What follows belongs to an exercise in optimizing a design on an open flow for small area and a short achievable clock period; a production flow would make more cautious choices.
Where RTL was checked, it was by simulation tests only, not by an equivalence proof against the original.
For run 1, only the layout was checked, not whether the RTL still works.
Power is estimated from default activity; no workload was simulated.

## flow/design.v (module list and top-level ports; edited modules follow where they fit)
// module multiplier: 3589 lines
// module FA: 4 lines
// module FAX: 6 lines
// module HA: 4 lines
// module HAN: 4 lines
// module OR2: 3 lines
// module FA1: 4 lines
// module MAJ: 3 lines
// module BTWO: 3 lines
// module BSGN: 3 lines
// module PPSEL: 3 lines
// module PPSELN: 3 lines
// module INV: 3 lines
// module NAND2: 3 lines
// module NOR2: 3 lines
// module XOR2: 3 lines
// module XNOR2: 3 lines
// module AOI21: 3 lines
// module OAI21: 3 lines
// module CPA: 994 lines
module multiplier (
    input clk,
    input rst,
    input start,
    input [31:0] A,
    input [31:0] B,
    input [7:0] Physical_address_in,
    input [31:0] PC_in,
    output [63:0] Product,
    output reg done,
    output reg [7:0] Physical_address_out,
    output reg [31:0] PC_out
);
  // ...
==> flow/flow/run.sh <==
#!/bin/bash
# Layout flow: the standard ORFS flow (standard.sh) with extra ORFS
# settings read from flow/knobs.txt (one VAR=value per line; @FLOW@ stands
# for this flow folder). Its output goes to standard.log.
set -euo pipefail
flowdir="$(pwd)/flow"
knobs=()
while IFS= read -r line; do
  [[ -z "$line" || "$line" == \#* ]] && continue
  knobs+=("${line//@FLOW@/$flowdir}")
done < flow/knobs.txt
bash standard.sh "${knobs[@]}" finish > standard.log 2>&1
==> flow/flow/downsize.tcl <==
# Start the layout from the smallest drive strength of every logic cell that
# synthesis sized up; the flow's timing repair then sizes up what needs it.
set n 0
foreach inst [[ord::get_db_block] getInsts] {
  set m [[$inst getMaster] getName]
  if {![regexp {^(sky130_fd_sc_hd__[a-z0-9]+)_([0-9]+)$} $m -> base size]} { continue }
  if {$size <= 1} { continue }
  if {[string match "*df*" $base] || [string match "*conb*" $base] || [string match "*clk*" $base]} { continue }
  set small [get_lib_cells -quiet ${base}_1]
  if {$small == ""} { continue }
  replace_cell [$inst getName] $small
  incr n
}
puts "downsize: $n cells set to drive strength 1"
==> flow/flow/knobs.txt <==
BUFFER_PORTS_ARGS=-buffer_cell sky130_fd_sc_hd__buf_1
PRE_FLOORPLAN_TCL=@FLOW@/downsize.tcl
==> flow/standard.sh <==
#!/bin/bash
# synth_recipe.tcl (not shown) runs the flow's synth.tcl, then flattens the netlist and writes it again
# the make line also repeats each setting of config.mk as NAME=value (left out here)
make -C /OpenROAD-flow-scripts/flow DESIGN_CONFIG=/design/flow/config.mk WORK_HOME=/design/flow/orfs CLKGATE_MAP_FILE= SYNTH_SCRIPT=/design/flow/synth_recipe.tcl "${@:-finish}"
==> flow/config.mk <==
export PLATFORM = sky130hd
export DESIGN_NAME = multiplier
export DESIGN_NICKNAME = multiplier
export VERILOG_FILES = /design/flow/design.v
export SDC_FILE = /design/flow/constraint.sdc
export NUM_CORES = 8
export LEC_CHECK = 0
export CAP_MARGIN = 20
export CORE_MARGIN = 2
export CORE_UTILIZATION = 40
export SETUP_SLACK_MARGIN = 0.6
export SLEW_MARGIN = 20
export SYNTH_HIERARCHICAL = 1
export SYNTH_MINIMUM_KEEP_SIZE = 0
==> flow/constraint.sdc <==
create_clock -name core_clock -period 5.0 [get_ports {clk}]
set_input_delay 1.0000 -clock core_clock [delete_from_list [all_inputs] [get_ports {clk}]]
set_output_delay 1.0000 -clock core_clock [all_outputs]
set_load 0.01 [all_outputs]
==> out/metrics.yaml, run 1 <==
met2_usage: 0.477
initial_core_util: 0.405
p_comb_frac: 0.835
clockBufferDepth: 2
track_usage: 0.299
whs_ns: 0.617
dp_hpwl_mm: 88.1
cts-resized-gates: 7
nets: 3616
worst-path-stages: 12
die_h_um: 262
powerSeq_mw: 2.56
area_dominant_class: "multi-input gates"
hold_path_end: "PC_out[12]"
leakagePower_nw: 11.5
fin_ws_ns: 0.636
sw_frac_of_total: 0.552
largest_reg_flops: 32
p_total_mw: 24.2
hold_violations: 0
first_pass_iters: 6
layout_commonest_cell: "xor2_1"
io_pins: 212
clockBufferCount: 17
inverters: 32
crit_end: "r39_1"
fin_crit_ns: 4.36
status: "finished clean"
via_per_inst: 5.96
design.seq.count: 168
cp_slowest_cell: "fa_1"
fin_util: 0.479
internal_power_mw: 10.9
placed_area_um2: 30700
path_common_cell: "xor2_1"
row_count: 94
cts_tree: "yes"
gr-max-usage-layer: "met2"
multi_input_area_share: 0.748
==> inputs of run 2 (changes only) <==
--- a/flow/design.v
+++ b/flow/design.v
@@ -2931,17 +2931,17 @@
   HAN u_8 (.a(pp5_18), .b(pp6_16), .s(s8), .co(c8));
   FA u_9 (.a(pp0_29), .b(pp1_27), .c(pp2_25), .s(s9), .co(c9));
   FA u_10 (.a(pp3_23), .b(pp4_21), .c(pp5_19), .s(s10), .co(c10));
   HAN u_11 (.a(pp6_17), .b(pp7_15), .s(s11), .co(c11));
   FA u_12 (.a(ns15), .b(pp0_30), .c(pp1_28), .s(s12), .co(c12));
   FA u_13 (.a(pp2_26), .b(pp3_24), .c(pp4_22), .s(s13), .co(c13));
   FA u_14 (.a(pp5_20), .b(pp6_18), .c(pp7_16), .s(s14), .co(c14));
   HAN u_15 (.a(pp8_14), .b(pp9_12), .s(s15), .co(c15));
-  FAX u_16 (.a(pp0_31), .b(pp1_29), .c(pp2_27), .s(s16), .co(c16));
+  FA u_16 (.a(pp0_31), .b(pp1_29), .c(pp2_27), .s(s16), .co(c16));
   FA u_17 (.a(pp3_25), .b(pp4_23), .c(pp5_21), .s(s17), .co(c17));
   FA u_18 (.a(pp6_19), .b(pp7_17), .c(pp8_15), .s(s18), .co(c18));
   HAN u_19 (.a(pp9_13), .b(pp10_11), .s(s19), .co(c19));
   FA u_20 (.a(pp16_0), .b(pp0_32), .c(pp1_30), .s(s20), .co(c20));
   FA u_21 (.a(pp2_28), .b(pp3_26), .c(pp4_24), .s(s21), .co(c21));
   FA u_22 (.a(pp5_22), .b(pp6_20), .c(pp7_18), .s(s22), .co(c22));
   FA u_23 (.a(pp8_16), .b(pp9_14), .c(pp10_12), .s(s23), .co(c23));
   HA u_24 (.a(sgn0), .b(pp16_1), .s(s24), .co(c24));
@@ -3013,56 +3013,56 @@
   FA u_89 (.a(c3), .b(s5), .c(c2), .s(s89), .co(c89));
   FA u_90 (.a(pp7_14), .b(pp8_12), .c(pp9_10), .s(s90), .co(c90));
   FA u_91 (.a(pp10_8), .b(pp11_6), .c(pp12_4), .s(s91), .co(c91));
   FA u_92 (.a(pp13_2), .b(pp14_0), .c(c5), .s(s92), .co(c92));
   FA u_93 (.a(s8), .b(c4), .c(s6), .s(s93), .co(c93));
   FA u_94 (.a(pp8_13), .b(pp9_11), .c(pp10_9), .s(s94), .co(c94));
   FA u_95 (.a(pp11_7), .b(pp12_5), .c(pp13_3), .s(s95), .co(c95));
   FA u_96 (.a(pp14_1), .b(c8), .c(s11), .s(s96), .co(c96));
-  FAX u_97 (.a(c6), .b(c7), .c(s9), .s(s97), .co(c97));
+  FA u_97 (.a(c6), .b(c7), .c(s9), .s(s97), .co(c97));
   FA u_98 (.a(pp10_10), .b(pp11_8), .c(pp12_6), .s(s98), .co(c98));
   FA u_99 (.a(pp13_4), .b(pp14_2), .c(pp15_0), .s(s99), .co(c99));
   FA u_100 (.a(c11), .b(s15), .c(c9), .s(s100), .co(c100));
-  FAX u_101 (.a(c10), .b(s12), .c(s13), .s(s101), .co(c101));
+  FA u_101 (.a(c10), .b(s12), .c(s13), .s(s101), .co(c101));
   FA u_102 (.a(pp11_9), .b(pp12_7), .c(pp13_5), .s(s102), .co(c102));
   FA u_103 (.a(pp14_3), .b(pp15_1), .c(c15), .s(s103), .co(c103));
   FA u_104 (.a(s19), .b(c12), .c(c13), .s(s104), .co(c104));
-  FAX u_105 (.a(s16), .b(c14), .c(s17), .s(s105), .co(c105));
+  FA u_105 (.a(c14), .b(s16), .c(s17), .s(s105), .co(c105));
   FA u_106 (.a(pp11_10), .b(pp12_8), .c(pp13_6), .s(s106), .co(c106));
   FA u_107 (.a(pp14_4), .b(pp15_2), .c(c19), .s(s107), .co(c107));
-  FAX u_108 (.a(c16), .b(c17), .c(c18), .s(s108), .co(c108));
-  FAX u_109 (.a(s20), .b(s21), .c(s22), .s(s109), .co(c109));
+  FA u_108 (.a(c16), .b(c17), .c(c18), .s(s108), .co(c108));
+  FA u_109 (.a(s20), .b(s21), .c(s22), .s(s109), .co(c109));
   FA u_110 (.a(pp12_9), .b(pp13_7), .c(s24), .s(s110), .co(c110));
   FA u_111 (.a(pp14_5), .b(pp15_3), .c(s28), .s(s111), .co(c111));
   FA u_112 (.a(c20), .b(c21), .c(c22), .s(s112), .co(c112));
-  FAX u_113 (.a(c23), .b(s25), .c(s26), .s(s113), .co(c113));
+  FA u_113 (.a(c23), .b(s25), .c(s26), .s(s113), .co(c113));
   FA u_114 (.a(c24), .b(pp13_8), .c(pp14_6), .s(s114), .co(c114));
-  FAX u_115 (.a(pp15_4), .b(c28), .c(s29), .s(s115), .co(c115));
+  FA u_115 (.a(pp15_4), .b(c28), .c(s29), .s(s115), .co(c115));
   FA u_116 (.a(s33), .b(c25), .c(c26), .s(s116), .co(c116));
-  FAX u_117 (.a(c27), .b(s30), .c(s31), .s(s117), .co(c117));
+  FA u_117 (.a(c27), .b(s30), .c(s31), .s(s117), .co(c117));
   FA u_118 (.a(pp12_11), .b(pp13_9), .c(pp14_7), .s(s118), .co(c118));
-  FAX u_119 (.a(pp15_5), .b(c33), .c(s34), .s(s119), .co(c119));
+  FA u_119 (.a(pp15_5), .b(c33), .c(s34), .s(s119), .co(c119));
   FA u_120 (.a(c29), .b(c30), .c(c31), .s(s120), .co(c120));
-  FAX u_121 (.a(c32), .b(s35), .c(s36), .s(s121), .co(c121));
+  FA u_121 (.a(c32), .b(s35), .c(s36), .s(s121), .co(c121));
   FA u_122 (.a(pp11_14), .b(pp12_12), .c(pp13_10), .s(s122), .co(c122));
-  FAX u_123 (.a(pp14_8), .b(pp15_6), .c(s38), .s(s123), .co(c123));
+  FA u_123 (.a(pp14_8), .b(pp15_6), .c(s38), .s(s123), .co(c123));
   FA u_124 (.a(s41), .b(c34), .c(c35), .s(s124), .co(c124));
   FA u_125 (.a(c36), .b(c37), .c(s39), .s(s125), .co(c125));
   FA u_126 (.a(pp10_17), .b(pp11_15), .c(pp12_13), .s(s126), .co(c126));
   FA u_127 (.a(pp13_11), .b(pp14_9), .c(pp15_7), .s(s127), .co(c127));
   FA u_128 (.a(c41), .b(c38), .c(s42), .s(s128), .co(c128));
   FA u_129 (.a(c39), .b(c40), .c(s43), .s(s129), .co(c129));
   FA u_130 (.a(pp9_20), .b(pp10_18), .c(pp11_16), .s(s130), .co(c130));
   FA u_131 (.a(pp12_14), .b(pp13_12), .c(pp14_10), .s(s131), .co(c131));
   FA u_132 (.a(pp15_8), .b(s47), .c(s45), .s(s132), .co(c132));
   FA u_133 (.a(c42), .b(c43), .c(c44), .s(s133), .co(c133));
   FA u_134 (.a(pp8_23), .b(pp9_21), .c(pp10_19), .s(s134), .co(c134));
   FA u_135 (.a(pp11_17), .b(pp12_15), .c(pp13_13), .s(s135), .co(c135));
-  FAX u_136 (.a(pp14_11), .b(pp15_9), .c(s48), .s(s136), .co(c136));
+  FA u_136 (.a(pp14_11), .b(pp15_9), .c(s48), .s(s136), .co(c136));
   FA u_137 (.a(c47), .b(c45), .c(c46), .s(s137), .co(c137));
   FA u_138 (.a(pp7_26), .b(pp8_24), .c(pp9_22), .s(s138), .co(c138));
   FA u_139 (.a(pp10_20), .b(pp11_18), .c(pp12_16), .s(s139), .co(c139));
   FA u_140 (.a(pp13_14), .b(pp14_12), .c(pp15_10), .s(s140), .co(c140));
   FA u_141 (.a(s51), .b(c48), .c(s50), .s(s141), .co(c141));
   FA u_142 (.a(pp6_29), .b(pp7_27), .c(pp8_25), .s(s142), .co(c142));
   FA u_143 (.a(pp9_23), .b(pp10_21), .c(pp11_19), .s(s143), .co(c143));
   FA u_144 (.a(pp12_17), .b(pp13_15), .c(pp14_13), .s(s144), .co(c144));
@@ -3137,56 +3137,56 @@
   FA u_212 (.a(c78), .b(c79), .c(c80), .s(s212), .co(c212));
   FA u_213 (.a(s82), .b(s83), .c(s84), .s(s213), .co(c213));
   FA u_214 (.a(s2), .b(c81), .c(s85), .s(s214), .co(c214));
   FA u_215 (.a(c82), .b(c83), .c(c84), .s(s215), .co(c215));
   FA u_216 (.a(s86), .b(s87), .c(s88), .s(s216), .co(c216));
   FA u_217 (.a(s4), .b(c85), .c(s89), .s(s217), .co(c217));
   FA u_218 (.a(c86), .b(c87), .c(c88), .s(s218), .co(c218));
   FA u_219 (.a(s90), .b(s91), .c(s7), .s(s219), .co(c219));
-  FAX u_220 (.a(s92), .b(c89), .c(s93), .s(s220), .co(c220));
+  FA u_220 (.a(s92), .b(c89), .c(s93), .s(s220), .co(c220));
   FA u_221 (.a(c90), .b(c91), .c(s94), .s(s221), .co(c221));
   FA u_222 (.a(s95), .b(s10), .c(c92), .s(s222), .co(c222));
-  FAX u_223 (.a(s96), .b(s97), .c(c93), .s(s223), .co(c223));
+  FA u_223 (.a(s96), .b(c93), .c(s97), .s(s223), .co(c223));
   FA u_224 (.a(c94), .b(c95), .c(s98), .s(s224), .co(c224));
   FA u_225 (.a(s99), .b(s14), .c(c96), .s(s225), .co(c225));
-  FAX u_226 (.a(c97), .b(s100), .c(s101), .s(s226), .co(c226));
+  FAX u_226 (.a(s100), .b(c97), .c(s101), .s(s226), .co(c226));
   FA u_227 (.a(c98), .b(c99), .c(s102), .s(s227), .co(c227));
   FA u_228 (.a(s18), .b(s103), .c(c100), .s(s228), .co(c228));
-  FAX u_229 (.a(s105), .b(c101), .c(s104), .s(s229), .co(c229));
+  FAX u_229 (.a(c101), .b(s104), .c(s105), .s(s229), .co(c229));
   FA u_230 (.a(c102), .b(s106), .c(s23), .s(s230), .co(c230));
-  FAX u_231 (.a(c103), .b(s107), .c(c104), .s(s231), .co(c231));
-  FAX u_232 (.a(s108), .b(c105), .c(s109), .s(s232), .co(c232));
+  FA u_231 (.a(c103), .b(s107), .c(c104), .s(s231), .co(c231));
+  FAX u_232 (.a(c105), .b(s108), .c(s109), .s(s232), .co(c232));
   FA u_233 (.a(c106), .b(s110), .c(s27), .s(s233), .co(c233));
-  FA u_234 (.a(c107), .b(c108), .c(s111), .s(s234), .co(c234));
-  FAX u_235 (.a(c109), .b(s113), .c(s112), .s(s235), .co(c235));
+  FA u_234 (.a(c107), .b(s111), .c(c108), .s(s234), .co(c234));
+  FAX u_235 (.a(c109), .b(s112), .c(s113), .s(s235), .co(c235));
   FA u_236 (.a(c110), .b(s114), .c(s32), .s(s236), .co(c236));
-  FAX u_237 (.a(s115), .b(c111), .c(c112), .s(s237), .co(c237));
-  FAX u_238 (.a(c113), .b(s117), .c(s116), .s(s238), .co(c238));
+  FAX u_237 (.a(c111), .b(c112), .c(s115), .s(s237), .co(c237));
+  FAX u_238 (.a(c113), .b(s116), .c(s117), .s(s238), .co(c238));
   FA u_239 (.a(c114), .b(s118), .c(s37), .s(s239), .co(c239));
-  FA u_240 (.a(s119), .b(c115), .c(c116), .s(s240), .co(c240));
-  FAX u_241 (.a(c117), .b(s121), .c(s120), .s(s241), .co(c241));
+  FA u_240 (.a(c116), .b(c115), .c(s119), .s(s240), .co(c240));
+  FAX u_241 (.a(c117), .b(s120), .c(s121), .s(s241), .co(c241));
   FA u_242 (.a(c118), .b(s122), .c(s40), .s(s242), .co(c242));
-  FAX u_243 (.a(s123), .b(c119), .c(c120), .s(s243), .co(c243));
-  FAX u_244 (.a(c121), .b(s124), .c(s125), .s(s244), .co(c244));
+  FAX u_243 (.a(c120), .b(c119), .c(s123), .s(s243), .co(c243));
+  FA u_244 (.a(s124), .b(c121), .c(s125), .s(s244), .co(c244));
   FA u_245 (.a(c122), .b(s126), .c(s127), .s(s245), .co(c245));
   FAX u_246 (.a(s44), .b(c123), .c(s128), .s(s246), .co(c246));
-  FAX u_247 (.a(c124), .b(c125), .c(s129), .s(s247), .co(c247));
+  FA u_247 (.a(c124), .b(c125), .c(s129), .s(s247), .co(c247));
   FA u_248 (.a(c126), .b(c127), .c(s130), .s(s248), .co(c248));
   FAX u_249 (.a(s131), .b(s46), .c(s132), .s(s249), .co(c249));
   FAX u_250 (.a(c128), .b(c129), .c(s133), .s(s250), .co(c250));
   FA u_251 (.a(c130), .b(c131), .c(s134), .s(s251), .co(c251));
   FAX u_252 (.a(s135), .b(s49), .c(s136), .s(s252), .co(c252));
-  FAX u_253 (.a(c133), .b(c132), .c(s137), .s(s253), .co(c253));
+  FA u_253 (.a(c133), .b(c132), .c(s137), .s(s253), .co(c253));
   FA u_254 (.a(c134), .b(c135), .c(c49), .s(s254), .co(c254));
   FA u_255 (.a(s138), .b(s139), .c(s140), .s(s255), .co(c255));
-  FAX u_256 (.a(c136), .b(c137), .c(s141), .s(s256), .co(c256));
+  FA u_256 (.a(c137), .b(c136), .c(s141), .s(s256), .co(c256));
   FA u_257 (.a(c138), .b(c139), .c(c140), .s(s257), .co(c257));
   FA u_258 (.a(c50), .b(s142), .c(s143), .s(s258), .co(c258));
-  FAX u_259 (.a(s144), .b(c141), .c(s145), .s(s259), .co(c259));
+  FA u_259 (.a(s144), .b(c141), .c(s145), .s(s259), .co(c259));
   FA u_260 (.a(c142), .b(c143), .c(c144), .s(s260), .co(c260));
   FA u_261 (.a(c52), .b(s146), .c(s147), .s(s261), .co(c261));
   FA u_262 (.a(s148), .b(s149), .c(c145), .s(s262), .co(c262));
   FA u_263 (.a(pp15_13), .b(s150), .c(c146), .s(s263), .co(c263));
   FA u_264 (.a(c147), .b(c148), .c(c149), .s(s264), .co(c264));
   FA u_265 (.a(s151), .b(s152), .c(s153), .s(s265), .co(c265));
   FA u_266 (.a(pp15_14), .b(c150), .c(s154), .s(s266), .co(c266));
   FA u_267 (.a(s157), .b(c151), .c(c152), .s(s267), .co(c267));
@@ -3258,49 +3258,49 @@
   FA u_332 (.a(c202), .b(s204), .c(s205), .s(s332), .co(c332));
   FA u_333 (.a(c203), .b(c204), .c(s206), .s(s333), .co(c333));
   FA u_334 (.a(c205), .b(s207), .c(s208), .s(s334), .co(c334));
   FA u_335 (.a(c206), .b(c207), .c(c208), .s(s335), .co(c335));
   FA u_336 (.a(s209), .b(s210), .c(s211), .s(s336), .co(c336));
   FA u_337 (.a(c209), .b(c210), .c(s212), .s(s337), .co(c337));
   FA u_338 (.a(s213), .b(c211), .c(s214), .s(s338), .co(c338));
   FA u_339 (.a(c212), .b(c213), .c(s215), .s(s339), .co(c339));
-  FAX u_340 (.a(s216), .b(c214), .c(s217), .s(s340), .co(c340));
+  FA u_340 (.a(s216), .b(c214), .c(s217), .s(s340), .co(c340));
   FA u_341 (.a(c215), .b(c216), .c(s218), .s(s341), .co(c341));
-  FAX u_342 (.a(s219), .b(s220), .c(c217), .s(s342), .co(c342));
+  FAX u_342 (.a(s219), .b(c217), .c(s220), .s(s342), .co(c342));
   FA u_343 (.a(c218), .b(c219), .c(s221), .s(s343), .co(c343));
-  FAX u_344 (.a(s222), .b(s223), .c(c220), .s(s344), .co(c344));
-  FAX u_345 (.a(c221), .b(s224), .c(s225), .s(s345), .co(c345));
-  FAX u_346 (.a(c222), .b(c223), .c(s226), .s(s346), .co(c346));
+  FAX u_344 (.a(s222), .b(c220), .c(s223), .s(s344), .co(c344));
+  FA u_345 (.a(c221), .b(s224), .c(s225), .s(s345), .co(c345));
+  FAX u_346 (.a(c222), .b(s226), .c(c223), .s(s346), .co(c346));
   FAX u_347 (.a(c224), .b(s227), .c(s228), .s(s347), .co(c347));
-  FAX u_348 (.a(c225), .b(c226), .c(s229), .s(s348), .co(c348));
+  FAX u_348 (.a(c225), .b(s229), .c(c226), .s(s348), .co(c348));
   FAX u_349 (.a(c227), .b(s230), .c(s231), .s(s349), .co(c349));
   FAX u_350 (.a(c228), .b(s232), .c(c229), .s(s350), .co(c350));
   FAX u_351 (.a(c230), .b(s233), .c(s234), .s(s351), .co(c351));
-  FAX u_352 (.a(c231), .b(c232), .c(s235), .s(s352), .co(c352));
+  FAX u_352 (.a(c231), .b(s235), .c(c232), .s(s352), .co(c352));
   FAX u_353 (.a(c233), .b(s236), .c(c234), .s(s353), .co(c353));
-  FAX u_354 (.a(s237), .b(c235), .c(s238), .s(s354), .co(c354));
+  FAX u_354 (.a(s237), .b(s238), .c(c235), .s(s354), .co(c354));
   FAX u_355 (.a(c236), .b(s239), .c(c237), .s(s355), .co(c355));
-  FAX u_356 (.a(c238), .b(s240), .c(s241), .s(s356), .co(c356));
+  FAX u_356 (.a(s241), .b(c238), .c(s240), .s(s356), .co(c356));
   FAX u_357 (.a(c239), .b(s242), .c(s243), .s(s357), .co(c357));
   FAX u_358 (.a(c240), .b(c241), .c(s244), .s(s358), .co(c358));
   FAX u_359 (.a(c242), .b(s245), .c(s246), .s(s359), .co(c359));
-  FAX u_360 (.a(c243), .b(s247), .c(c244), .s(s360), .co(c360));
+  FAX u_360 (.a(c243), .b(c244), .c(s247), .s(s360), .co(c360));
   FAX u_361 (.a(c245), .b(s248), .c(s249), .s(s361), .co(c361));
   FAX u_362 (.a(c246), .b(s250), .c(c247), .s(s362), .co(c362));
-  FAX u_363 (.a(c248), .b(s252), .c(s251), .s(s363), .co(c363));
-  FAX u_364 (.a(c249), .b(s253), .c(c250), .s(s364), .co(c364));
+  FAX u_363 (.a(c248), .b(s251), .c(s252), .s(s363), .co(c363));
+  FA u_364 (.a(c249), .b(c250), .c(s253), .s(s364), .co(c364));
   FAX u_365 (.a(c251), .b(s254), .c(c252), .s(s365), .co(c365));
-  FAX u_366 (.a(s255), .b(s256), .c(c253), .s(s366), .co(c366));
+  FAX u_366 (.a(s255), .b(c253), .c(s256), .s(s366), .co(c366));
   FA u_367 (.a(c254), .b(c255), .c(s257), .s(s367), .co(c367));
   FA u_368 (.a(s258), .b(c256), .c(s259), .s(s368), .co(c368));
   FA u_369 (.a(c257), .b(c258), .c(s260), .s(s369), .co(c369));
   FAX u_370 (.a(s261), .b(c259), .c(s262), .s(s370), .co(c370));
   FA u_371 (.a(c260), .b(s263), .c(c261), .s(s371), .co(c371));
-  FAX u_372 (.a(s264), .b(s265), .c(c262), .s(s372), .co(c372));
+  FA u_372 (.a(s264), .b(s265), .c(c262), .s(s372), .co(c372));
   FA u_373 (.a(c263), .b(c264), .c(s266), .s(s373), .co(c373));
   FA u_374 (.a(c265), .b(s267), .c(s268), .s(s374), .co(c374));
   FA u_375 (.a(c267), .b(c266), .c(s269), .s(s375), .co(c375));
   FA u_376 (.a(s270), .b(c268), .c(s271), .s(s376), .co(c376));
   FA u_377 (.a(s272), .b(c270), .c(c269), .s(s377), .co(c377));
   FA u_378 (.a(s273), .b(c271), .c(s274), .s(s378), .co(c378));
   FA u_379 (.a(c272), .b(s275), .c(s276), .s(s379), .co(c379));
   FA u_380 (.a(c273), .b(c274), .c(s277), .s(s380), .co(c380));
@@ -3346,32 +3346,32 @@
   FA u_419 (.a(c319), .b(s321), .c(c320), .s(s419), .co(c419));
   FA u_420 (.a(c321), .b(s323), .c(c322), .s(s420), .co(c420));
   FA u_421 (.a(c323), .b(s325), .c(c324), .s(s421), .co(c421));
   FA u_422 (.a(c325), .b(s327), .c(c326), .s(s422), .co(c422));
   FA u_423 (.a(c327), .b(s329), .c(c328), .s(s423), .co(c423));
   FA u_424 (.a(c329), .b(s331), .c(c330), .s(s424), .co(c424));
   FA u_425 (.a(c331), .b(s333), .c(c332), .s(s425), .co(c425));
   FA u_426 (.a(c333), .b(c334), .c(s335), .s(s426), .co(c426));
-  FAX u_427 (.a(c335), .b(s337), .c(c336), .s(s427), .co(c427));
-  FAX u_428 (.a(c337), .b(s339), .c(c338), .s(s428), .co(c428));
+  FA u_427 (.a(c335), .b(s337), .c(c336), .s(s427), .co(c427));
+  FA u_428 (.a(c337), .b(s339), .c(c338), .s(s428), .co(c428));
   FAX u_429 (.a(c339), .b(s341), .c(c340), .s(s429), .co(c429));
   FAX u_430 (.a(c341), .b(s343), .c(c342), .s(s430), .co(c430));
   FAX u_431 (.a(c343), .b(s345), .c(c344), .s(s431), .co(c431));
   FAX u_432 (.a(s347), .b(c345), .c(c346), .s(s432), .co(c432));
-  FAX u_433 (.a(s349), .b(c348), .c(c347), .s(s433), .co(c433));
-  FAX u_434 (.a(c349), .b(s351), .c(c350), .s(s434), .co(c434));
+  FAX u_433 (.a(s349), .b(c347), .c(c348), .s(s433), .co(c433));
+  FAX u_434 (.a(s351), .b(c349), .c(c350), .s(s434), .co(c434));
   FAX u_435 (.a(s353), .b(c351), .c(c352), .s(s435), .co(c435));
   FAX u_436 (.a(s355), .b(c353), .c(c354), .s(s436), .co(c436));
   FAX u_437 (.a(s357), .b(c355), .c(c356), .s(s437), .co(c437));
   FAX u_438 (.a(s359), .b(c357), .c(c358), .s(s438), .co(c438));
   FAX u_439 (.a(s361), .b(c359), .c(c360), .s(s439), .co(c439));
   FAX u_440 (.a(s363), .b(c361), .c(c362), .s(s440), .co(c440));
-  FAX u_441 (.a(c363), .b(s365), .c(c364), .s(s441), .co(c441));
-  FAX u_442 (.a(c365), .b(s367), .c(c366), .s(s442), .co(c442));
+  FAX u_441 (.a(s365), .b(c363), .c(c364), .s(s441), .co(c441));
+  FAX u_442 (.a(s367), .b(c365), .c(c366), .s(s442), .co(c442));
   FAX u_443 (.a(c367), .b(s369), .c(s370), .s(s443), .co(c443));
   FAX u_444 (.a(c369), .b(s371), .c(s372), .s(s444), .co(c444));
   FA u_445 (.a(c371), .b(s373), .c(s374), .s(s445), .co(c445));
   FA u_446 (.a(c373), .b(s375), .c(c374), .s(s446), .co(c446));
   FA u_447 (.a(c375), .b(s377), .c(c376), .s(s447), .co(c447));
   FA u_448 (.a(c377), .b(c378), .c(s379), .s(s448), .co(c448));
   FA u_449 (.a(c379), .b(c380), .c(s381), .s(s449), .co(c449));
   FA u_450 (.a(s383), .b(c381), .c(s384), .s(s450), .co(c450));
@@ -3403,44 +3403,44 @@
   FA u_475 (.a(s312), .b(c413), .c(s414), .s(s475), .co(c475));
   FA u_476 (.a(s314), .b(c414), .c(s415), .s(s476), .co(c476));
   FA u_477 (.a(s316), .b(c415), .c(s416), .s(s477), .co(c477));
   FA u_478 (.a(s318), .b(c416), .c(s417), .s(s478), .co(c478));
   FA u_479 (.a(s320), .b(c417), .c(s418), .s(s479), .co(c479));
   FA u_480 (.a(s322), .b(c418), .c(s419), .s(s480), .co(c480));
   FA u_481 (.a(s324), .b(c419), .c(s420), .s(s481), .co(c481));
   FA u_482 (.a(s326), .b(c420), .c(s421), .s(s482), .co(c482));
-  FAX u_483 (.a(s328), .b(c421), .c(s422), .s(s483), .co(c483));
-  FAX u_484 (.a(s330), .b(c422), .c(s423), .s(s484), .co(c484));
-  FAX u_485 (.a(s332), .b(c423), .c(s424), .s(s485), .co(c485));
-  FAX u_486 (.a(s334), .b(c424), .c(s425), .s(s486), .co(c486));
-  FAX u_487 (.a(s336), .b(c425), .c(s426), .s(s487), .co(c487));
-  FAX u_488 (.a(s338), .b(s427), .c(c426), .s(s488), .co(c488));
-  FAX u_489 (.a(s340), .b(s428), .c(c427), .s(s489), .co(c489));
+  FA u_483 (.a(s328), .b(c421), .c(s422), .s(s483), .co(c483));
+  FA u_484 (.a(s330), .b(c422), .c(s423), .s(s484), .co(c484));
+  FA u_485 (.a(s332), .b(c423), .c(s424), .s(s485), .co(c485));
+  FA u_486 (.a(s334), .b(c424), .c(s425), .s(s486), .co(c486));
+  FA u_487 (.a(s336), .b(c425), .c(s426), .s(s487), .co(c487));
+  FAX u_488 (.a(s338), .b(c426), .c(s427), .s(s488), .co(c488));
+  FAX u_489 (.a(s340), .b(c427), .c(s428), .s(s489), .co(c489));
   FAX u_490 (.a(s342), .b(s429), .c(c428), .s(s490), .co(c490));
   FAX u_491 (.a(s344), .b(s430), .c(c429), .s(s491), .co(c491));
   FAX u_492 (.a(s346), .b(s431), .c(c430), .s(s492), .co(c492));
   FAX u_493 (.a(s348), .b(s432), .c(c431), .s(s493), .co(c493));
-  FAX u_494 (.a(s350), .b(c432), .c(s433), .s(s494), .co(c494));
-  FAX u_495 (.a(s352), .b(s434), .c(c433), .s(s495), .co(c495));
+  FAX u_494 (.a(s350), .b(s433), .c(c432), .s(s494), .co(c494));
+  FAX u_495 (.a(s352), .b(c433), .c(s434), .s(s495), .co(c495));
   FAX u_496 (.a(s354), .b(c434), .c(s435), .s(s496), .co(c496));
   FAX u_497 (.a(s356), .b(s436), .c(c435), .s(s497), .co(c497));
   FAX u_498 (.a(s358), .b(s437), .c(c436), .s(s498), .co(c498));
   FAX u_499 (.a(s360), .b(s438), .c(c437), .s(s499), .co(c499));
   FAX u_500 (.a(s362), .b(s439), .c(c438), .s(s500), .co(c500));
   FAX u_501 (.a(s364), .b(s440), .c(c439), .s(s501), .co(c501));
   FAX u_502 (.a(s366), .b(s441), .c(c440), .s(s502), .co(c502));
   FAX u_503 (.a(s368), .b(s442), .c(c441), .s(s503), .co(c503));
   FAX u_504 (.a(c368), .b(s443), .c(c442), .s(s504), .co(c504));
   FAX u_505 (.a(c370), .b(s444), .c(c443), .s(s505), .co(c505));
-  FAX u_506 (.a(c372), .b(c444), .c(s445), .s(s506), .co(c506));
-  FAX u_507 (.a(s376), .b(c445), .c(s446), .s(s507), .co(c507));
-  FAX u_508 (.a(s378), .b(c446), .c(s447), .s(s508), .co(c508));
-  FAX u_509 (.a(s380), .b(c447), .c(s448), .s(s509), .co(c509));
-  FAX u_510 (.a(s382), .b(c448), .c(s449), .s(s510), .co(c510));
+  FAX u_506 (.a(c372), .b(s445), .c(c444), .s(s506), .co(c506));
+  FA u_507 (.a(s376), .b(c445), .c(s446), .s(s507), .co(c507));
+  FA u_508 (.a(s378), .b(c446), .c(s447), .s(s508), .co(c508));
+  FA u_509 (.a(s380), .b(c447), .c(s448), .s(s509), .co(c509));
+  FA u_510 (.a(s382), .b(c448), .c(s449), .s(s510), .co(c510));
   FA u_511 (.a(c382), .b(c449), .c(s450), .s(s511), .co(c511));
   FA u_512 (.a(c384), .b(c450), .c(s451), .s(s512), .co(c512));
   FA u_513 (.a(c386), .b(s452), .c(c451), .s(s513), .co(c513));
   FA u_514 (.a(c388), .b(s453), .c(c452), .s(s514), .co(c514));
   FA u_515 (.a(s392), .b(c453), .c(s454), .s(s515), .co(c515));
   FA u_516 (.a(s394), .b(c454), .c(s455), .s(s516), .co(c516));
   FA u_517 (.a(c394), .b(c455), .c(s456), .s(s517), .co(c517));
   FA u_518 (.a(c396), .b(c456), .c(s457), .s(s518), .co(c518));
==> out/metrics.yaml, run 2 <==
status: "finished clean"
num_antenna_cells: 0
holdBufCountCts: 0
gp_congestion: 0.978
die_h_um: 261  # -0.50%
die_area_um2: 68200
clockBufferDepth: 2  # unchanged
fin_cells: 3941
crit_required_ns: 5.33
arrival_ns: 4.67
yosysWarnings: 7
path_common_cell: "fa_1"
max_freq_mhz: 231
report.final.slew_viol_count: 0
initial_core_util: 0.403  # -0.00194
post-route-period-util: 0.868
synthCells: 2630
critical-path-max-stage-delay_ns: 0.56
p_clk_frac: 0.062
endpoint_kind: "flop"
drive_gt1_frac: 0.102
core_area_um2: 65600
p_comb_frac: 0.826  # -0.009
numCtsBuffers: 17
largest_register: "PC_out"
grt.overflow.total: 0
antenna_found_initial: 3
cp_slowest_cell: "fa_1"
cts_sinks: 168
tns_ns: 0
layout_commonest_cell: "xor2_1"
critPathMaxFanout: 13
post_drt_wl_per_cell_um: 25.3
dp_hpwl_mm: 85.0  # -3.5%
sw_frac_of_total: 0.537  # -0.0157
hp-class: "input pin to flop"
drcViolationCount: 0
vias: 23346
critPathLaunchType: "input pin"
fin_crit_ns: 4.34  # -0.0266 ns
nets: 3581  # -0.97%
min-delay-start: "PC_in[5]"
worst_pin_slew_ns: 0.811
grt_pass1_vias: 23515
setup_viol: 0
grt_pass1_wl_mm: 146
clk_pin_slew_ns: 0.08
final_cell_mix: "752 x xor2_1, 528 x a22oi_1, 399 x fa_1"
dp.cells: 3909
die_x_um: 261
track_usage: 0.289  # -0.0100
hold_violations: 0  # unchanged
htree_levels: 4
row_count: 94  # unchanged
max_slew_margin: 0.459
path_class: "input pin to flop"
io_buffer_count: 211
grt_max_degree: 44
io_pins: 212  # unchanged
via_per_inst: 5.92  # -0.57%
p_sw_mw: 12.0
drtAntennaViolNets: 0
wl_mm: 99.8
hold_path_end: "PC_out[5]"
drv_cap: 0
leakagePower_nw: 11.5  # -0.58%
peakVddDrop_v: 0.000419
internal_power_mw: 10.4  # -4.4%
first_pass_iters: 6  # unchanged
seqPwrFrac: 0.112
initialDrtViolationCount: 2558
grt_setup_unrepaired: "true"
power_density_nw_per_um2: 714
cts_tree: "yes"
reg.largest.list: "PC_out x32, Physical_address_out x8"
largest_reg_flops: 32  # unchanged
whs_path_depth: 1
path_cells: "clkbuf_2 > a21boi_1 > inv_1 > or2_1 > fa_1 > fa_1 > fa_1 > fa_1 > maj3_1"
ctsRootBufferMaster: "clkbuf_16"
[run 2: area by class of cell]
class	instances	area, um2
Multi-Input combinational cell	2433	23300
Clock buffer	17	425
Sequential cell	168	3360
Inverter	32	120
Fill cell	6353	34300
Tap cell	864	1080
Timing Repair Buffer	412	2840
Clock inverter	15	191
[run 2: power groups by stage]
stage | Combinational (mW) | Sequential, mW | Clock (mW)
floorplan | 12.4 | 2.49 | 0
global placement | 18.0 | 2.53 | 0
detailed placement | 18.3 | 2.55 | 0
CTS | 18.4 | 2.52 | 1.41
global route | 20.3 | 2.58 | 1.46
finish | 18.5 | 2.52 | 1.38
[run 2: worst max path at each step]
| stage | startpoint | to | slack (ns) | depth (start not counted) |
|---|---|---|---|---|
| finish | B[25] | r28_0 | 0.66 | 9 |
| global route | r19_1 | Product[29] | 0.54 | 10 |
| CTS | r1_0 | Product[57] | 0.62 | 10 |
| detailed placement | B[19] | r45_1 | 0.03 | 10 |
| global placement | B[19] | r46_1 | 0.09 | 10 |
| floorplan | B[6] | r40_0 | 0.60 | 9 |
[run 2: per-layer routing]
metal | vias to the layer above | global-route usage | share of wire
met4 | 2 | 0.0947 | 0.029
met1 | 11724 | 0.399 | 0.43
met5 | - | 0 | 0.00013
met3 | 158 | 0.0720 | 0.11
li1 | 10177 | - | -
met2 | 1285 | 0.444 | 0.44
[run 2: per-stage QoR]
step / area, um2 / setup slack [ns] / util / hold WS [ns] / power (mW)
2_1_floorplan: 26700 / 0.605 / - / 1.03 / 14.9
3_3_place_gp: 30600 / 0.0878 / 0.466 / 1.09 / 20.6
3_5_place_dp: 30600 / 0.0305 / 0.466 / 1.09 / 20.9
4_1_cts: 31200 / 0.624 / 0.476 / 0.597 / 22.3
5_1_grt: 31400 / 0.542 / 0.478 / 0.605 / 24.3
6_report: 31400 / 0.662 / 0.478 / 0.621 / 22.4
[run 2: repair_timing]
item	in CTS	in global routing
endpoints found under the setup margin	20	51
hold endpoints to repair	0	0
setup buffers	0	0
gates resized for setup	10	38
[run 2: critical path, delay by kind of cell]
kind	cells	cell delay (ns)
buffers and inverters	2	0.51
adder cells (fa/ha/maj)	5	2.40
AND/OR/NAND/NOR	1	0.28
AO/OA/AOI/OAI	1	0.48
Testbench counts of run 2, summed over its fixed seeds: latency 24,000, ops 24,000.
==> inputs of run 3 (changes only) <==
--- a/flow/config.mk
+++ b/flow/config.mk
@@ -10,3 +10,3 @@
 export CORE_UTILIZATION = 40
-export SETUP_SLACK_MARGIN = 0.6
+export SETUP_SLACK_MARGIN = 0.7
 export SLEW_MARGIN = 20
==> out/metrics.yaml, run 3 <==
drtAntennaViolNets: 0  # unchanged
synthCells: 2630  # unchanged
dp_hpwl_mm: 87.1  # +2.5%
io_pins: 212  # unchanged
io_buffer_count: 211  # unchanged
drive_gt1_frac: 0.142  # +0.0399
setup_viol: 0  # unchanged
crit_end: "r34_0"
fin_crit_ns: 4.31  # -0.0254 ns
report.final.slew_viol_count: 0  # unchanged
critPathLaunchType: "input pin"
via_per_inst: 5.93  # +0.14%
antenna_found_initial: 1  # -2
arrival_ns: 4.65  # -0.02 ns
post-route-cell-area_um2: 32500  # +3.7%
die_h_um: 261  # unchanged
vias: 23728  # +1.6%
post_drt_wl_per_cell_um: 26.3  # +3.9%
final_cell_mix: "727 x xor2_1, 505 x a22oi_1, 393 x fa_1"
num_antenna_cells: 0  # unchanged
drv_cap: 0  # unchanged
first_pass_iters: 9  # +3
peakVddDrop_v: 0.000382  # -8.6%
fin_ws_ns: 0.688  # +0.0254 ns
track_usage: 0.302  # +0.0131
grt.overflow.total: 0  # unchanged
power_density_nw_per_um2: 728  # +1.9%
yosysWarnings: 7  # unchanged
whs_path_depth: 1  # unchanged
max_freq_mhz: 232  # +0.59%
die_x_um: 261  # unchanged
worst_pin_slew_ns: 0.776  # -0.0351 ns
path_class: "input pin to flop"
die_area_um2: 68200  # unchanged
hold_violations: 0  # unchanged
clk_pin_slew_ns: 0.07  # about the same
layout_commonest_cell: "xor2_1"
post-route-period-util: 0.862  # -0.00508
gp_congestion: 0.989  # +1.1%
fillers: 6108  # -3.9%
endpoint_kind: "flop"
holdBufCountCts: 0  # unchanged
htree_levels: 4  # unchanged
reg.largest.list: "PC_out x32, Physical_address_out x8"
initialDrtViolationCount: 2867  # +12%
grt_setup_unrepaired: "true"
critPathMaxFanout: 21  # +8
grt_pass1_wl_mm: 153  # +4.3%
crit_required_ns: 5.34  # about the same
row_count: 94  # unchanged
ctsRootBufferMaster: "clkbuf_16"
hp-class: "input pin to flop"
cts_tree: "yes"
nets: 3640  # +1.6%
fin_util: 0.495  # +0.0177
pre_cts_slack_ns: -0.00360  # -0.0341 ns
placed_area_um2: 31000  # +1.2%
max_slew_margin: 0.482  # +0.0234
drcViolationCount: 0  # unchanged
largest_reg_flops: 32  # unchanged
status: "finished clean"
wl_mm: 105  # +5.4%
initial_core_util: 0.403  # unchanged
largest_register: "PC_out"
tns_ns: 0  # unchanged
clockBufferDepth: 2  # unchanged
grt_max_degree: 48  # +9.1%
numCtsBuffers: 17  # unchanged
leakagePower_nw: 11.9  # +3.5%
grt_pass1_vias: 24149  # +2.7%
cts_sinks: 168  # unchanged
core_area_um2: 65600  # unchanged
critPathLaunch: "B[5]"
## run 3: layout make-up
class / count / area (um2) / share of cell area
tap: 864 / 1080 / 0.0332
timing repair buffer: 469 / 3390 / 0.104
sequential: 168 / 3360 / 0.103
clock inverter: 14 / 183 / 0.00562
clock buffer: 18 / 429 / 0.0132
multi-input combinational: 2435 / 23900 / 0.736
inverter: 32 / 120 / 0.00369
## run 3: what timing repair did
item                       in CTS  in global routing
pin swaps                       5                 18
buffers inserted                9                 11
resized for setup              28                123
setup endpoints to repair      53                 69
hold endpoints to repair        0                  0
cloned                          2                  4
## run 3: worst min path at each step
stage                                 startpoint                 endpoint  slack [ns]
after global routing                   PC_in[22]               PC_out[22]        0.60
after global placement                  PC_in[4]                PC_out[4]        1.09
after floorplan                         PC_in[0]                PC_out[0]        1.03
after detailed placement  Physical_address_in[0]  Physical_address_out[0]        1.09
after CTS                              PC_in[14]               PC_out[14]        0.59
final                                  PC_in[14]               PC_out[14]        0.62
## run 3: worst max-delay path, cell delays in order
cell and delay (ns):
buf_4 0.21, buf_12 0.24, xor2_1 0.27, a22oi_1 0.17, fa_1 0.65, fa_1 0.49, maj3_1 0.44, maj3_1 0.40
maj3_1 0.40, maj3_1 0.35
## run 3: report_power, final
group	internal (mW)	switching [mW]	total, mW
clock network	0.760	0.642	1.40
registers	2.19	0.398	2.59
logic	7.97	11.7	19.7
## run 3: layer usage
metal,routed length (um),track usage
met5,8,0
met4,4130,0.118
met3,9630,0.0578
met2,46700,0.466
met1,44700,0.419
## run 3: metrics by stage
step	power [mW]	hold slack, ns	cells
floorplan	14.9	1.03	2637
global placement	21.3	1.09	3942
detailed placement	21.6	1.09	3942
CTS	23.1	0.585	3985
global route	25.5	0.601	4000
finish	23.7	0.618	4000
==> inputs of run 4 (changes only) <==
--- a/flow/flow/downsize.tcl
+++ b/flow/flow/downsize.tcl
@@ -7,3 +7,3 @@
   if {$size <= 1} { continue }
-  if {[string match "*df*" $base] || [string match "*conb*" $base] || [string match "*clk*" $base]} { continue }
+  if {[string match "*df*" $base] || [string match "*conb*" $base] || [string match "*clk*" $base] || [string match "*maj3*" $base]} { continue }
   set small [get_lib_cells -quiet ${base}_1]
--- a/flow/config.mk
+++ b/flow/config.mk
@@ -10,2 +10,3 @@
 export CORE_UTILIZATION = 40
+export PLACE_DENSITY = 0.7
 export SETUP_SLACK_MARGIN = 0.7
==> out/metrics.yaml, run 4 <==
drtAntennaViolNets: 0  # unchanged
arrival_ns: 4.65  # about the same
cts_tree: "yes"
numCtsBuffers: 17  # unchanged
final_cell_mix: "748 x xor2_1, 526 x a22oi_1, 398 x fa_1"
via_per_inst: 5.94  # about the same
fin_ws_ns: 0.712  # +0.0248 ns
drv_cap: 0  # unchanged
whs_ns: 0.597  # -0.0213 ns
post-route-period-util: 0.858  # -0.00495
io_pins: 212  # unchanged
initialDrtViolationCount: 2718  # -5.2%
nets: 3565  # -2.1%
die_x_um: 262  # +0.16%
hp-class: "input pin to flop"
fillers: 6149  # +0.67%
grt.overflow.total: 0  # unchanged
endpoint_kind: "flop"
gp_congestion: 0.971  # -1.8%
power_density_nw_per_um2: 720  # -1.1%
wl_mm: 95.4  # -9.3%
grt_pass1_vias: 23153  # -4.1%
antenna_found_initial: 5  # +4
clk_pin_slew_ns: 0.08  # about the same
grt_setup_unrepaired: "true"
hold_violations: 0  # unchanged
leakagePower_nw: 11.4  # -3.6%
grt_pass1_wl_mm: 141  # -7.7%
dp_hpwl_mm: 78.9  # -9.4%
max_freq_mhz: 233  # +0.58%
p_total_mw: 22.6  # -4.7%
largest_register: "PC_out"
setup_viol: 0  # unchanged
yosysWarnings: 7  # unchanged
path_class: "input pin to flop"
worst_pin_slew_ns: 0.618  # -0.158 ns
row_count: 94  # unchanged
post_drt_wl_per_cell_um: 24.3  # -7.6%
initial_core_util: 0.404  # +0.000611
core_area_um2: 65700  # +0.18%
layout_commonest_cell: "xor2_1"
io_buffer_count: 211  # unchanged
crit_required_ns: 5.36  # +0.02 ns
clockBufferDepth: 2  # unchanged
ctsRootBufferMaster: "clkbuf_16"
largest_reg_flops: 32  # unchanged
max_slew_margin: 0.588  # +0.105
seqCellArea_um2: 3360  # unchanged
cts_sinks: 168  # unchanged
status: "finished clean"
vias: 23316  # -1.7%
synthCells: 2630  # unchanged
die_h_um: 262  # +0.16%
critPathLaunchType: "input pin"
drcViolationCount: 0  # unchanged
pre_cts_slack_ns: -0.232  # -0.229 ns
holdBufCountCts: 0  # unchanged
first_pass_iters: 7  # -2
die_area_um2: 68400  # +0.33%
fin_crit_ns: 4.29  # -0.0248 ns
grt_max_degree: 43  # -10%
multi_input_area_um2: 23500  # -1.7%
peakVddDrop_v: 0.000450  # +18%
critPathMaxFanout: 17  # -19%
htree_levels: 4  # unchanged
drive_gt1_frac: 0.124  # -0.0184
report.final.slew_viol_count: 0  # unchanged
reg.largest.list: "PC_out x32, Physical_address_out x8"
track_usage: 0.276  # -0.0263
## run 4: layout make-up
type / count / share of cell area
multi-input combinational: 2433 / 0.751
sequential: 168 / 0.107
timing repair buffer: 396 / 0.0846
tap: 864 / 0.0345
clock buffer: 19 / 0.0141
clock inverter: 12 / 0.00431
inverter: 32 / 0.00383
antenna: 3 / 0.000239
## run 4: worst paths after layout
check	endpoint	cells after the start	start	slack, ns
worst max-delay path	r42_0	10	B[17]	0.71
worst min-delay path	PC_out[10]	1	PC_in[10]	0.60
## run 4: per-stage QoR
step / instance area [um2] / utilization / cells / TNS (ns)
2_1_floorplan: 26900 / - / 2637 / 0
3_3_place_gp: 30500 / 0.464 / 3890 / -1.21
3_5_place_dp: 30500 / 0.464 / 3890 / -1.23
4_1_cts: 31100 / 0.473 / 3921 / 0
5_1_grt: 31300 / 0.477 / 3925 / 0
6_report: 31300 / 0.477 / 3927 / 0
## run 4: power breakdown
group	switching, mW	leakage, nW	internal, mW
sequential	0.385	1.42	2.19
clock	0.635	0.282	0.714
combinational	10.9	9.74	7.72
## run 4: worst max-delay path, stage by stage
cell and delay [ns]:
clkbuf_4 0.30, buf_4 0.34, xor2_1 0.27, a22oi_1 0.13, fa_1 0.44, fa_1 0.44, fa_1 0.59, fa_1 0.46
maj3_2 0.35, maj3_2 0.30
## run 4: timing repair
item                                   4_1_cts  5_1_grt
endpoints found under the hold margin        0        0
setup endpoints to repair                   20       53
pin swaps                                    0        1
gates cloned                                 0        2
gates resized for setup                      7       48
setup buffers                                0        1
## run 4: metal layers
| layer | vias up | GRT usage | share of wire |
|---|---|---|---|
| li1 | 10155 | - | - |
| met5 | - | 0 | 0.00030 |
| met3 | 205 | 0.0678 | 0.11 |
| met2 | 1396 | 0.422 | 0.44 |
| met1 | 11556 | 0.374 | 0.41 |
| met4 | 4 | 0.112 | 0.041 |
==> inputs of run 5 (changes only) <==
--- a/flow/config.mk
+++ b/flow/config.mk
@@ -11,3 +11,3 @@
 export PLACE_DENSITY = 0.7
-export SETUP_SLACK_MARGIN = 0.7
+export SETUP_SLACK_MARGIN = 0.6
 export SLEW_MARGIN = 20
==> out/metrics.yaml, run 5 <==
final_cell_mix: "764 x xor2_1, 528 x a22oi_1, 399 x fa_1"
reg.largest.list: "PC_out x32, Physical_address_out x8"
grt_pass1_vias: 22972  # -0.78%
nets: 3564  # -0.028%
holdBufCountCts: 0  # unchanged
max_slew_margin: 0.547  # -0.0411
row_count: 94  # unchanged
clk_pin_slew_ns: 0.08  # about the same
worst_pin_slew_ns: 0.680  # +0.0617 ns
worst-path-stages: 9  # -1
critPathLaunchType: "input pin"
grt_pass1_wl_mm: 140  # -0.76%
via_per_inst: 5.88  # -1.0%
layout_commonest_cell: "xor2_1"
io_buffer_count: 211  # unchanged
numCtsBuffers: 17  # unchanged
grt.overflow.total: 0  # unchanged
gp_congestion: 0.966  # -0.49%
post_cts_buffers: 0  # unchanged
ctsRootBufferMaster: "clkbuf_16"
die_x_um: 262  # unchanged
fin_cells: 3928  # +0.025%
p_total_mw: 22.7  # +0.86%
post_drt_wl_per_cell_um: 24.0  # -1.2%
io_pins: 212  # unchanged
path_common_cell: "fa_1"
largest_register: "PC_out"
critPathMaxFanout: 17  # unchanged
status: "finished clean"
setup_viol: 0  # unchanged
wl_mm: 94.2  # -1.2%
first_pass_iters: 6  # -1
track_usage: 0.273  # -0.00293
initial_core_util: 0.404  # unchanged
drive_gt1_frac: 0.109  # -0.0144
largest_reg_flops: 32  # unchanged
drtAntennaViolNets: 0  # unchanged
hold_violations: 0  # unchanged
cts_tree: "yes"
drv_cap: 0  # unchanged
leakagePower_nw: 11.3  # -1.3%
critical-path-max-stage-delay_ns: 0.60  # about the same
peakVddDrop_v: 0.000446  # -1.0%
power_density_nw_per_um2: 736  # +2.3%
post-route-period-util: 0.867  # +0.00954
dp.cells: 3892  # +0.051%
die_area_um2: 68400  # unchanged
path_cells: "clkbuf_2 > buf_4 > xor2_1 > a22oi_1 > fa_1 > fa_1 > fa_1 > fa_1 > fa_1"
endpoint_kind: "flop"
grt_max_degree: 53  # +23%
critPathBufInv: 2  # unchanged
fin_util: 0.470  # -0.00670
crit_required_ns: 5.31  # -0.05 ns
hp-class: "input pin to flop"
max_freq_mhz: 231  # -1.1%
dp_hpwl_mm: 78.2  # -0.97%
arrival_ns: 4.64  # about the same
crit_end: "r46_1"
vias: 23082  # -1.0%
die_h_um: 262  # unchanged
grt_setup_unrepaired: "false"
initialDrtViolationCount: 2877  # +5.8%
report.final.slew_viol_count: 0  # unchanged
core_area_um2: 65700  # unchanged
critPathLaunch: "B[23]"
fin_crit_ns: 4.34  # +0.0477 ns
path_class: "input pin to flop"
path_delay_family: "adder cells"
yosysWarnings: 7  # unchanged
drcViolationCount: 0  # unchanged
cp_slowest_cell: "fa_1"
htree_levels: 4  # unchanged
synthCells: 2630  # unchanged
antenna_found_initial: 6  # +1
clockBufferDepth: 2  # unchanged
cts_sinks: 168  # unchanged
run 5: layout make-up:
cell class              instances  area (um2)
repair buffers                395        2490
clock buffers                  19         443
multi-input cells            2433       23300
clock inverters                13         135
well taps                     864        1080
inverters                      32         120
diodes                          4        10.0
fillers                      6144       34800
flip-flops and latches        168        3360
run 5: worst min-delay path by stage:
stage	slack, ns	cells after the start	end	from
5_1_grt	0.61	1	Physical_address_out[4]	Physical_address_in[4]
6_report	0.62	1	Physical_address_out[4]	Physical_address_in[4]
4_1_cts	0.60	1	Physical_address_out[4]	Physical_address_in[4]
3_3_place_gp	1.09	1	Physical_address_out[3]	Physical_address_in[3]
2_1_floorplan	1.03	0	PC_out[0]	PC_in[0]
3_5_place_dp	1.09	1	Physical_address_out[2]	Physical_address_in[2]
run 5: where the power goes:
part           total (mW)  internal (mW)  switching, mW
clock                1.33          0.713          0.621
sequential           2.56           2.19          0.375
combinational        18.9           7.82           11.0
run 5: layer usage:
metal  global-route usage  vias up  routed length [um]
met3               0.0740      207               10300
met4                0.115        2                4000
met2                0.426     1329               42100
met1                0.358    11373               37800
li1                     -    10171                   -
met5                    0        -                  13
run 5: repair_timing:
action / CTS / global route
resized for setup: 1 / 23
endpoints found under the hold margin: 0 / 0
setup endpoints to repair: 12 / 31
run 5: metrics by stage:
stage	setup slack, ns	cell area [um2]	setup TNS [ns]	hold WS, ns
floorplan	0.585	26700	0	1.03
global placement	-0.0590	30200	-0.0698	1.09
detailed placement	-0.0662	30200	-0.213	1.09
CTS	0.619	30800	0	0.597
global route	0.605	30900	0	0.607
finish	0.665	30900	0	0.622
==> inputs of run 6 (changes only) <==
--- a/flow/config.mk
+++ b/flow/config.mk
@@ -10,3 +10,2 @@
 export CORE_UTILIZATION = 40
-export PLACE_DENSITY = 0.7
 export SETUP_SLACK_MARGIN = 0.6
==> out/metrics.yaml, run 6 <==
critPathLaunchType: "input pin"
tns_ns: 0  # unchanged
yosysWarnings: 7  # unchanged
drive_gt1_frac: 0.107  # -0.00180
fin_cells: 3915  # -0.33%
die_x_um: 262  # unchanged
layout_commonest_cell: "xor2_1"
io_pins: 212  # unchanged
largest_reg_flops: 32  # unchanged
initial_core_util: 0.404  # unchanged
drcViolationCount: 0  # unchanged
reg.largest.list: "PC_out x32, Physical_address_out x8"
crit_required_ns: 5.33  # +0.02 ns
die_h_um: 262  # unchanged
whs_ns: 0.624  # +0.00227 ns
critical-path-max-stage-delay_ns: 0.57  # -0.03 ns
grt.overflow.total: 0  # unchanged
hp-class: "input pin to flop"
synthCells: 2630  # unchanged
drtAntennaViolNets: 0  # unchanged
io_buffer_count: 211  # unchanged
endpoint_kind: "flop"
clockBufferDepth: 2  # unchanged
clk_pin_slew_ns: 0.08  # about the same
vias: 23165  # +0.36%
fin_ws_ns: 0.608  # -0.0569 ns
initialDrtViolationCount: 2480  # -14%
power_density_nw_per_um2: 745  # +1.2%
fin_crit_ns: 4.39  # +0.0569 ns
nets: 3551  # -0.36%
arrival_ns: 4.72  # +0.08 ns
core_area_um2: 65700  # unchanged
wl_mm: 101  # +6.9%
cts_sinks: 168  # unchanged
die_area_um2: 68400  # unchanged
first_pass_iters: 9  # +3
drv_cap: 0  # unchanged
final_cell_mix: "763 x xor2_1, 528 x a22oi_1, 399 x fa_1"
largest_register: "PC_out"
via_per_inst: 5.92  # +0.69%
path_class: "input pin to flop"
post_cts_buffers: 0  # unchanged
cts_tree: "yes"
cp_slowest_cell: "fa_1"
status: "finished clean"
antenna_found_initial: 7  # +1
report.final.slew_viol_count: 0  # unchanged
grt_setup_unrepaired: "true"
hold_violations: 0  # unchanged
ctsRootBufferMaster: "clkbuf_16"
critPathLaunch: "B[15]"
fillers: 6248  # +1.7%
post_drt_wl_per_cell_um: 25.7  # +7.2%
critPathBufInv: 2  # unchanged
setup_viol: 0  # unchanged
gp_congestion: 0.974  # +0.76%
grt_max_degree: 42  # -21%
row_count: 94  # unchanged
numCtsBuffers: 17  # unchanged
track_usage: 0.291  # +0.0184
max_slew_margin: 0.405  # -0.142
dp_hpwl_mm: 84.8  # +8.6%
htree_levels: 4  # unchanged
path_cells: "clkbuf_2 > buf_12 > xor2_1 > a22oi_1 > fa_1 > fa_1 > fa_1 > fa_1 > fa_1"
fin_util: 0.470  # about the same
peakVddDrop_v: 0.000493  # +11%
grt_pass1_wl_mm: 149  # +6.1%
leakagePower_nw: 11.3  # -0.28%
dp.cells: 3879  # -0.33%
post-route-period-util: 0.878  # +0.0114
min-delay-start: "PC_in[0]"
path_common_cell: "fa_1"
max_freq_mhz: 228  # -1.3%
critPathMaxFanout: 17  # unchanged
grt_pass1_vias: 23786  # +3.5%
path_delay_family: "adder cells"
pre_cts_slack_ns: 0.0836  # +0.150 ns
worst_pin_slew_ns: 0.890  # +0.210 ns
[run 6: stage by stage]
| step | cell area (um2) | total power, mW |
|---|---|---|
| global placement | 30200 | 21.1 |
| global route | 30900 | 24.9 |
| detailed placement | 30200 | 21.4 |
| finish | 30900 | 23.0 |
| floorplan | 26700 | 15.3 |
| CTS | 30800 | 22.9 |
[run 6: final cells by class]
cell class | count | area (um2) | share of cell area
well taps | 864 | 1080 | 0.0350
clock inverters | 14 | 179 | 0.00579
clock buffers | 17 | 425 | 0.0138
diodes | 5 | 12.5 | 0.000405
repair buffers | 382 | 2410 | 0.0781
multi-input cells | 2433 | 23300 | 0.754
inverters | 32 | 120 | 0.00389
flip-flops and latches | 168 | 3360 | 0.109
[run 6: worst paths after layout]
path  slack [ns]  cells past startpoint         to
max         0.61                      9      r23_1
min         0.62                      1  PC_out[0]
[run 6: power breakdown]
part	switching, mW	internal [mW]
sequential	0.385	2.19
combinational	11.4	7.71
clock	0.658	0.718
[run 6: per-layer routing]
| metal | track usage | part of all wire |
|---|---|---|
| met1 | 0.377 | 0.41 |
| met2 | 0.472 | 0.46 |
| met3 | 0.0698 | 0.089 |
| met4 | 0.109 | 0.037 |
| met5 | 0.00903 | 0.0011 |
[run 6: what timing repair did]
action / 4_1_cts / 5_1_grt
hold endpoints to repair: 0 / 0
pin swaps: 0 / 0
cloned: 0 / 0
resized for setup: 6 / 21
setup endpoints to repair: 11 / 32
hold buffers: 0 / 0
==> inputs of run 7 (changes only) <==
--- a/flow/config.mk
+++ b/flow/config.mk
@@ -10,2 +10,3 @@
 export CORE_UTILIZATION = 40
+export GPL_ROUTABILITY_DRIVEN = 0
 export SETUP_SLACK_MARGIN = 0.6
==> out/metrics.yaml, run 7 <==
status: "finished clean"
hold_path_end: "PC_out[23]"
first_pass_iters: 9  # unchanged
report.final.slew_viol_count: 0  # unchanged
cts_tree: "yes"
via_per_inst: 6.01  # +1.5%
cp_slowest_cell: "fa_1"
endpoint_kind: "flop"
antenna_found_initial: 6  # -1
grt_max_degree: 37  # -12%
htree_levels: 4  # unchanged
io_buffer_count: 211  # unchanged
critical-path-max-stage-delay_ns: 0.63  # +0.06 ns
ctsRootBufferMaster: "clkbuf_16"
grt_setup_unrepaired: "true"
holdBufCountCts: 0  # unchanged
leakagePower_nw: 11.3  # +0.42%
vias: 23558  # +1.7%
layout_commonest_cell: "xor2_1"
path_class: "input pin to flop"
pre_cts_slack_ns: 0.125  # +0.0412 ns
nets: 3561  # +0.28%
fin_util: 0.471  # +0.000951
reg.largest.list: "PC_out x32, Physical_address_out x8"
grt_pass1_vias: 24036  # +1.1%
clockBufferDepth: 2  # unchanged
max_freq_mhz: 229  # +0.53%
critPathLaunchType: "input pin"
cts_sinks: 168  # unchanged
placed_area_um2: 30300  # +0.31%
fin_crit_ns: 4.37  # -0.0232 ns
min-delay-start: "PC_in[23]"
initial_core_util: 0.404  # unchanged
post-route-cell-area_um2: 30900  # +0.20%
largest_reg_flops: 32  # unchanged
fin_cells: 3923  # +0.20%
grt.overflow.total: 0  # unchanged
drcViolationCount: 0  # unchanged
multi_input_area_um2: 23300  # about the same
synthCells: 2630  # unchanged
whs_path_depth: 1  # unchanged
p_total_mw: 23.1  # +0.45%
worst_pin_slew_ns: 0.692  # -0.197 ns
power_density_nw_per_um2: 747  # +0.25%
path_cells: "buf_1 > nand2_1 > o22ai_2 > a22oi_1 > fa_1 > fa_1 > fa_1 > xor2_1 > xor2_1 > xor2_1 > xor2_1"
post-route-period-util: 0.874  # -0.00463
final_cell_mix: "765 x xor2_1, 526 x a22oi_1, 399 x fa_1"
whs_ns: 0.637  # +0.0123 ns
largest_register: "PC_out"
hold_violations: 0  # unchanged
dp_hpwl_mm: 84.0  # -0.97%
critPathMaxFanout: 11  # -6
initialDrtViolationCount: 2824  # +14%
hp-class: "input pin to flop"
seqCellArea_um2: 3360  # unchanged
drtAntennaViolNets: 0  # unchanged
arrival_ns: 4.73  # about the same
max_slew_margin: 0.537  # +0.133
core_area_um2: 65700  # unchanged
numCtsBuffers: 17  # unchanged
tns_ns: 0  # unchanged
setup_viol: 0  # unchanged
peakVddDrop_v: 0.000487  # -1.2%
clk_pin_slew_ns: 0.08  # about the same
track_usage: 0.291  # -0.000292
io_pins: 212  # unchanged
crit_required_ns: 5.36  # +0.03 ns
fillers: 6184  # -1.0%
post_drt_wl_per_cell_um: 25.7  # -0.24%
fin_ws_ns: 0.631  # +0.0232 ns
drive_gt1_frac: 0.111  # +0.00321
die_h_um: 262  # unchanged
wl_mm: 101  # about the same
die_area_um2: 68400  # unchanged
path_common_cell: "xor2_1"
post_cts_buffers: 0  # unchanged
dp.cells: 3888  # +0.23%
yosysWarnings: 7  # unchanged
drv_cap: 0  # unchanged
row_count: 94  # unchanged
die_x_um: 262  # unchanged
grt_pass1_wl_mm: 148  # about the same
[run 7: what timing repair did]
| action | CTS | global route |
|---|---|---|
| hold endpoints to repair | 0 | 0 |
| endpoints found under the setup margin | 9 | 30 |
| gates resized for setup | 6 | 27 |
| pin swaps | 0 | 1 |
| gates cloned | 0 | 1 |
[run 7: final cells by class]
| type | count | area share |
|---|---|---|
| multi-input combinational | 2433 | 0.752 |
| sequential | 168 | 0.109 |
| timing repair buffer | 392 | 0.0820 |
| tap | 864 | 0.0349 |
| clock buffer | 18 | 0.0139 |
| clock inverter | 14 | 0.00429 |
| inverter | 32 | 0.00388 |
| antenna | 2 | 0.000162 |
[run 7: critical path: cells and delay by family]
family | cells | cell delay, ns
AND/OR/NAND/NOR | 1 | 0.12
XOR/XNOR | 4 | 0.93
AO/OA/AOI/OAI | 2 | 0.76
adder cells (fa/ha/maj) | 3 | 1.63
buffers and inverters | 1 | 0.28
[run 7: worst max path at each step]
stage | start | end | slack, ns
after detailed placement | B[21] | r44_1 | 0.12
after CTS | r2_0 | Product[49] | 0.57
after floorplan | B[0] | r32_0 | 0.58
after global routing | r2_0 | Product[49] | 0.51
after global placement | B[21] | r44_1 | 0.20
final | B[16] | r29_1 | 0.63
[run 7: power breakdown]
group / internal (mW) / switching [mW] / total [mW]
registers: 2.19 / 0.356 / 2.55
logic: 7.78 / 11.5 / 19.3
clock network: 0.658 / 0.629 / 1.29
[run 7: metal layers]
metal,up-vias,part of all wire,GRT usage
met5,-,0.00040,0
met4,6,0.059,0.158
met3,304,0.10,0.0687
met2,1448,0.45,0.460
met1,11630,0.39,0.368
li1,10170,-,-

==> separate check: timing with driven ports <==
The results above use ideal ports. As a check the final layouts listed here were re-extracted and re-timed, cells and wires unchanged. Step 1 (the two cells are an assumption about what drives the block):
set clk [get_ports {clk}]
set_driving_cell -lib_cell sky130_fd_sc_hd__clkbuf_16 $clk
set_driving_cell -lib_cell sky130_fd_sc_hd__buf_2 [delete_from_list [all_inputs] $clk]
Step 2 adds t to the input delays and takes it off the output delays; t is the mean of the earliest and latest rising clock arrival at the registers after step 1. Input paths then give back, and output paths get back, about the clock's delay inside the block. Three values: ideal, step 1, step 2; two values: the first two.
| run | t (ns) | setup WS [ns] | worst setup path at the end | latest minus earliest clock arrival (ns) | pins driven straight from the clock port |
|---|---|---|---|---|---|
| run 1 | 0.505 | 0.636 / 0.635 / 0.139 | input to register | 0.029 / 0.028 | 1 |
| run 2 | 0.509 | 0.662 / 0.660 / 0.174 | input to register | 0.020 / 0.020 | 1 |
| run 3 | 0.512 | 0.688 / 0.713 / 0.200 | input to register | 0.018 / 0.017 | 1 |
| run 4 | 0.531 | 0.712 / 0.714 / 0.183 | input to register | 0.018 / 0.018 | 1 |
| run 5 | 0.509 | 0.665 / 0.685 / 0.176 | input to register | 0.020 / 0.020 | 1 |
| run 6 | 0.504 | 0.608 / 0.631 / 0.127 | input to register | 0.021 / 0.021 | 1 |
| run 7 | 0.493 | 0.631 / 0.635 / 0.141 | input to register | 0.024 / 0.023 | 1 |
After both steps setup and hold are still met in every run listed. The setup slack of run 4, which loses most, moves by +0.002 ns with the drivers and by -0.529 ns with both steps.
